This design comes from an exercise in tuning for small area and a short achievable clock period on the open sky130 flow, not from production work. The RTL was checked by simulation tests, not by an equivalence proof against the original design. Power and IR drop assume default switching activity.

<file path="flow/config.mk">
export PLATFORM = sky130hd
export DESIGN_NAME = CannyEdge
export DESIGN_NICKNAME = CannyEdge
export VERILOG_FILES = /design/flow/design.v
export SDC_FILE = /design/flow/constraint.sdc
export NUM_CORES = 4
export LEC_CHECK = 0
export CAP_MARGIN = 20
export CORE_MARGIN = 2
export CORE_UTILIZATION = 40
export SLEW_MARGIN = 20
</file>
<file path="flow/constraint.sdc">
create_clock -name core_clock -period 30.0 [get_ports {tclk}]
set_input_delay 6.0000 -clock core_clock [delete_from_list [all_inputs] [get_ports {tclk}]]
set_output_delay 6.0000 -clock core_clock [all_outputs]
set_load 0.01 [all_outputs]
</file>
<file path="flow/design.v">
`timescale 1ns/10ps
module CannyEdge(dAddrRegRow, dAddrRegCol, bWE, bCE, InData, OutData,
	OPMode, bOPEnable, dReadReg, dWriteReg,	tclk, rst_b);
	input 	[2:0]				dAddrRegRow, dAddrRegCol;
	input						bWE, bCE;
	input 	[8-1:0] 	InData;
	output	[8-1:0] 	OutData;
	reg		[8-1:0] 	OutData;
	input 	[2:0]				OPMode;
	input 						bOPEnable;
	input 	[3:0]				dReadReg, dWriteReg;
	input						tclk, rst_b;
	reg 	[8-1:0]	regX[0:24];	 
	reg 	[8-1:0]	regY6;		 
	reg 	[8-1:0]	regZ[0:12];	 
	wire	[5:0]			wIdx = dAddrRegRow*3'd5 + dAddrRegCol;	 
	wire	[8-1:0]	gf[0:24];	 
	reg 	[8-1:0]	Out_gf, Out_gradient, Out_direction, Out_bThres;
	parameter		dThresHigh = 15;
	parameter		dThresLow = 10;
	parameter		dWidth = 200;
	parameter		dHeight = 200;
	reg			[14:0]	tpSum;
	reg			[1:0]	IntSignal;
	reg signed [31:0]	Gx, Gy, fGx, fGy;
	reg signed	[1:0]	dx, dy;
	integer	k;
	assign gf[0] =1;  assign gf[1] =3;  assign gf[2] =4;  assign gf[3] =3;  assign gf[4] =1;
	assign gf[5] =3;  assign gf[6] =7;  assign gf[7] =10; assign gf[8] =7;  assign gf[9] =3;
	assign gf[10]=4;  assign gf[11]=10; assign gf[12]=16; assign gf[13]=10; assign gf[14]=4;
	assign gf[15]=3;  assign gf[16]=7;  assign gf[17]=10; assign gf[18]=7;  assign gf[19]=3;
	assign gf[20]=1;  assign gf[21]=3;  assign gf[22]=4;  assign gf[23]=3;  assign gf[24]=1;
	always @(posedge tclk or negedge rst_b)
	begin
		if(!rst_b) begin
			IntSignal <= 2'b00;
		end
		else if(bCE==1'b0 && bWE==1'b0) 
		begin
			if(dWriteReg == 0)
				regX[wIdx] <= InData;
			else if(dWriteReg == 1) begin
				if(wIdx == 6)
					regY6 <= InData;
			end
			else if(dWriteReg == 2) begin
				if(wIdx <= 12)
					regZ[wIdx] <= InData;
			end
		end
		else if(bCE==1'b0 && bWE==1'b1)
		begin
			if(dReadReg == 0)
				OutData <= Out_gf;
			else if(dReadReg == 1)
				OutData <= Out_gradient;
			else if(dReadReg == 2)
				OutData <= Out_direction;
			else if(dReadReg == 3)
				OutData <= Out_gradient;
			else if(dReadReg == 4)
				OutData <= Out_bThres;
			else
				OutData <= OutData;
		end
		else
		begin
			if(bOPEnable==1'b0)
			begin
				if(OPMode == 0)
				begin
					if(IntSignal == 2'b00)	begin
						tpSum <= (gf[0]*regX[0]+gf[1]*regX[1]+gf[2]*regX[2]+gf[3]*regX[3]+gf[4]*regX[4]+gf[5]*regX[5]+gf[6]*regX[6]+gf[7]*regX[7]+gf[8]*regX[8]+gf[9]*regX[9]+gf[10]*regX[10]+gf[11]*regX[11]+gf[12]*regX[12]+gf[13]*regX[13]+gf[14]*regX[14]+gf[15]*regX[15]+gf[16]*regX[16]+gf[17]*regX[17]+gf[18]*regX[18]+gf[19]*regX[19]+gf[20]*regX[20]+gf[21]*regX[21]+gf[22]*regX[22]+gf[23]*regX[23]+gf[24]*regX[24]);
						IntSignal <= 2'b01;
					end
					else if(IntSignal == 2'b01) begin
						Out_gf <= tpSum >> 7;				 
					end
					else begin
						Out_gf <= Out_gf;
						IntSignal <= IntSignal;
					end
				end
				else if(OPMode == 1)
				begin
					if(IntSignal == 2'b00)	begin
						Gx <= -regX[0]-2*regX[5]-regX[10]+regX[2]+2*regX[7]+regX[12];
						Gy <= +regX[0]+2*regX[1]+regX[2]-regX[10]-2*regX[11]-regX[12];
						IntSignal <= 2'b01;
					end
					else if(IntSignal == 2'b01) begin
						if(Gx >= 0 && Gy >= 0)
							Out_gradient <= (Gx+Gy)/8;
						else if(Gx < 0 && Gy >=0)
							Out_gradient <= (-Gx+Gy)/8;
						else if(Gx >= 0 && Gy < 0)
							Out_gradient <= (Gx-Gy)/8;
						else if(Gx < 0 && Gy < 0)
							Out_gradient <= (-Gx-Gy)/8;
						else
							Out_gradient <= Out_gradient;
						IntSignal <= 2'b10;
					end	
					else if(IntSignal == 2'b10) begin
						if(Gy < 0)
						begin
							fGx <= -Gx;
							fGy <= -Gy;
						end
						else
						begin
							fGx <= Gx;
							fGy <= Gy;
						end
						IntSignal <= 2'b11;
					end
					else if(IntSignal == 2'b11) begin
						if(fGx >=0)
						begin
							if(fGy <= fGx>>1)  
								Out_direction <= 0;
							else if(fGy > fGx>>1 && fGy <= fGx*25/10)  
								Out_direction <= 45;
							else if(fGy > fGx*25/10)
								Out_direction <= 90;
							else
								Out_direction <= Out_direction;
						end
						else  
						begin
							if(fGy <= -fGx>>1)
								Out_direction <= 0;
							else if(fGy > -fGx>>1 && fGy <= -fGx*25/10)
								Out_direction <= 135;
							else if(fGy > -fGx*25/10)
								Out_direction <= 90;
							else
								Out_direction <= Out_direction;
						end
						IntSignal <= IntSignal;
					end
				end
				else if(OPMode == 2)
				begin
					if(IntSignal == 2'b00) begin
						if(regY6 == 0) begin
							dx <= 1;
							dy <= 0;
						end
						else if(regY6 == 45) begin
							dx <= -1;
							dy <= 1;
						end
						else if(regY6 == 90) begin
							dx <= 0;
							dy <= 1;
						end
						else if(regY6 == 135) begin
							dx <= 1;
							dy <= 1;
						end
						else begin
							dx <= 0; 
							dy <= 0; 
						end
						IntSignal <= 2'b01;
					end
					else if(IntSignal == 2'b01) begin
						if(regX[6] < regX[6-5*dy-dx] | regX[6] < regX[6+5*dy+dx])
							regX[6] <= 0;
						IntSignal <= IntSignal;
						Out_gradient <= regX[6];
					end
				end
				else if(OPMode == 3)
				begin
					if(IntSignal == 2'b00) begin
						if(regY6 == 0) begin
							dx <= 1;
							dy <= 0;
						end
						else if(regY6 == 45) begin
							dx <= -1;
							dy <= 1;
						end
						else if(regY6 == 90) begin
							dx <= 0;
							dy <= 1;
						end
						else if(regY6 == 135) begin
							dx <= 1;
							dy <= 1;
						end
						else begin
							dx <= 0; 
							dy <= 0; 
						end
						IntSignal <= 2'b01;
					end	
					else if(IntSignal == 2'b01) begin
						if(regX[6] >= dThresHigh)		 
							Out_bThres <= 1;
						else if(regX[6] <= dThresLow)	 
							Out_bThres <= 0;
						else							 
						begin
							if(regX[6-5*dy-dx] >= dThresHigh || regX[6+5*dy+dx] >= dThresHigh)
								Out_bThres <= 1;
							else if(regZ[6-5*dy-dx] == 1 || regZ[6+5*dy+dx] == 1)
								Out_bThres <= 1;
							else
								Out_bThres <= 0;
						end
						IntSignal <= IntSignal;
					end
				end
			end	
			else  
				IntSignal <= 2'b00;
		end  
	end
endmodule
</file>
<file path="flow/run.sh">
#!/bin/bash
# synth_recipe.tcl (not shown) runs the flow's synth.tcl, then flattens the netlist and writes it again
# the make line also repeats each setting of config.mk as NAME=value (left out here)
make -C /OpenROAD-flow-scripts/flow DESIGN_CONFIG=/design/flow/config.mk WORK_HOME=/design/flow/orfs CLKGATE_MAP_FILE= SYNTH_SCRIPT=/design/flow/synth_recipe.tcl finish
</file>
==> results by group <==
Flow run
  – Max cap viols: 0

Synthesis
  – Area contributors post-synth: edfxtp_1 (23%), fa_1 (14%), ha_1 (14%), inv_1 (4.6%), xnor2_1 (4.5%)
  – Ranking of synthesized cells by instance count: inv_1 (748), ha_1 (668), nor2_1 (485)
  – Synth Register Bits: 470
  – Synth Flop Type: edfxtp_1
  – Seq/Total Area, Yosys: roughly 23%
  – Yosys warning count: 3
  – Yosys top cell by area: edfxtp_1
  – Count leader, synth: inv_1
  – Yosys cell types: 140
  – Post-synth ARST share: 0.426%
  – Number of synthesized flops with an enable pin: around 470
  – Syn Inst Count: 6514
  – Synthesized cell area: between 60000 and 70000 um2
  – Syn Nets: 7630
  – Average size of a mapped cell: between 9 and 10 um2
  – Synth top area share: a little under a quarter

Global routing
  – Global-route wire length before repair: 316000 um
  – GRT Util Overall: 26.3%
  – Antenna violations before repair: 5
  – Largest net degree at the start of global routing: 75
  – Total congestion overflow: 0
  – Number of global-route vias before repair: 50200

Floorplan
  – Core box area: 151000 um2
  – Starting density of the core: 40.1%
  – Die Footprint: 155000 um2
  – Die Y: 394 um
  – I/O pin count: 38
  – Row count: 143
  – Die W: 394 um

CTS
  – Hold Buf Count CTS: 0
  – Worst-Skew Late Latency: 0.66 ns
  – CTS Buffer Depth: 3
  – # resized after CTS: 0
  – CTS tree: yes
  – Total setup buffers inserted after CTS: 0
  – Clk pin slew, worst setup/hold paths: ~0.06 ns
  – Clk root buf: clkbuf_16
  – CTS Buf Count: 52
  – Clk sink count: 470
  – H-tree Lvls: 2

Power and ir drop
  – Proportion of power drawn by combinational gates: 24.0%
  – Maximum VDD drop: approximately 0.043 mV
  – Seq pwr share: 38.8%
  – Psw: 0.582 mW
  – Sw Ratio: 31.0%
  – Pleak: 26.8 nW
  – Int Pwr: 1.30 mW
  – Clock Power Share: 37.3%
  – Pwr per Cell Area: roughly 29 nW/um2

Setup path
  – CP max FO: 15
  – Critical Path RT: 30.38 ns
  – Worst EP arrival: 24.35 ns
  – Delay-heaviest family, CP: compound AO/OA/AOI/OAI gates
  – WP buf/inv: 6
  – CP peak stage delay: 0.91 ns
  – R2r worst-path depth: a little over 80
  – CP max stage cell: o31ai_2
  – Crit. End Element: flip-flop
  – Crit Path Class: flip-flop to flip-flop
  – Worst Setup Start Kind: flip-flop
  – WP depth: 81
  – Crit path top cell by count: ha_1

Run status
  – Outcome: finished clean

Timing
  – Final Hold Fails: 0
  – Unrepaired setup endpoints after global routing: no
  – Highest Clock Rate: 0.0417 GHz
  – Clk_skew: 0.0369 ns
  – Setup-failing EPs final: 0
  – Setup TNS: 0 ns
  – Max_slew headroom: 17.2%
  – Final Critical Period: 23.97 ns
  – Max Slew Vio Count: 0
  – Tightest Pin Transition: 1.24 ns
  – Final cycle utilization of the critical path: roughly four fifths

Cells and area
  – Design area: about 65000 um2
  – Area Growth Syn to Fin: 7.49%
  – Ratio of cells with drive above 1 in the final layout: slightly above 6%
  – Final #Nets: between 7000 and 8000

Routing
  – Vias: 51800
  – WL per Instance: 24.5 um
  – Detailed Route Iter0 Violations: 5567
  – Final antenna-violating net count: 0
  – Wirelength, routed: 210000 um
  – # DRC: 0
  – Routed vias/inst: between 6 and 7
  – DRT Pass-1 Iters: 11

Min path
  – Hold path depth: 0
  – Hold/Removal Path Class: flip-flop to flip-flop

Place
  – Port buffer count: 37
  – Placed cell areas: 63500 um2
  – HPWL after DPL: 166000 um
  – Final RePlAce weighted congestion: ~0.98
-- placed cells by master (no fill, tap or decap), types with 129 or more instances in the layout --
cell type / netlist / final
nand3_1: 129 / 129
a21oi_1: 329 / 328
nand2_1: 359 / 359
o21ai_0: 291 / 291
xor2_1: 145 / 142
inv_1: 748 / 748
nor2_1: 485 / 474
edfxtp_1: 468 / 468
xnor2_1: 312 / 308
nor3_1: 137 / 131
ha_1: 668 / 668
fa_1: 418 / 418
-- through the flow --
step                      util [%]  worst slack [ns]  total power, mW  cells  hold slack (ns)
final                         43.2              6.03             1.88   8543            0.407
after global placement        41.9              6.65             1.18   8445            0.405
after floorplan                  -             11.09             1.06   6514            0.400
after detailed placement      41.9              6.17             1.19   8445            0.407
after global routing          43.1              3.88             1.95   8542            0.418
after CTS                     43.1              6.08             1.88   8542            0.407
-- metal layers --
| layer | track usage, % | up-vias | wire (um) |
|---|---|---|---|
| met4 | 8.92 | 0 | 8220 |
| met2 | 40.5 | 2274 | 91800 |
| met3 | 3.52 | 413 | 16700 |
| li1 | - | 23600 | - |
| met5 | 0 | - | 0 |
| met1 | 37.9 | 25500 | 93000 |
-- power by group through the flow --
stage / Combinational (mW) / Clock [mW] / Sequential [mW]
6_report: 0.450 / 0.700 / 0.728
5_1_grt: 0.496 / 0.730 / 0.728
4_1_cts: 0.446 / 0.705 / 0.728
3_5_place_dp: 0.443 / 0 / 0.742
3_3_place_gp: 0.439 / 0 / 0.742
2_1_floorplan: 0.323 / 0 / 0.741
-- cells by family after synthesis --
group	synth area share (%)
AO/OA/AOI/OAI	19.4
XOR/XNOR	6.76
adder cells (fa/ha/maj)	27.7
buffers and inverters	6.29
flip-flops	23.2
multiplexers	1.89
AND/OR/NAND/NOR	14.8
-- final cells by class --
cell class	count	area (um2)
multi-input cells	5064	43000
clock buffers	61	1340
well taps	2030	2540
repair buffers	129	1040
fillers	14800	86100
inverters	752	2820
diodes	1	2.50
flip-flops and latches	470	14100
clock inverters	36	475
-- path summary, 6_finish.rpt --
path	startpoint	end	slack [ns]
hold reg to reg	tpSum[10]	Out_gf[3]	0.41
setup / recovery	fGx[2]	Out_direction[2]	6.03
setup reg to reg	fGx[2]	Out_direction[2]	6.03
hold / removal	tpSum[10]	Out_gf[3]	0.41
min in group asynchronous	rst_b	IntSignal[1]	5.78
max in group asynchronous	rst_b	IntSignal[0]	23.78
-- sequential cells by signal, indices dropped and copies added, names as in the netlist, 18 cells and up --
| signal | count |
|---|---|
| Gx | 18 |
| Gy | 32 |
| fGx | 32 |
| fGy | 32 |
| regX | 200 |
| regZ | 104 |

afterwards: timing with drivers on the ports:
The results above use ideal ports. As a check the final layout listed here was re-extracted and re-timed, cells and wires unchanged. Step 1 assumes that a clkbuf_16 drives the clock port and a buf_2 every other input. Step 2 adds t to the input delays and takes it off the output delays; t is the mean of the earliest and latest rising clock arrival at the registers after step 1. Input paths then give back, and output paths get back, about the clock's delay inside the block. Three values: ideal, step 1, step 2; two values: the first two.
t (ns): 0.712
slack for setup (ns): 6.026 / 6.026 / 6.026
worst setup path at the end: register to register
worst data-port slew with drivers (ns): 0.03
After both steps setup and hold are still met in this run. For this run, drivers alone change the setup slack by 0.000 ns; drivers and shift together by 0.000 ns.
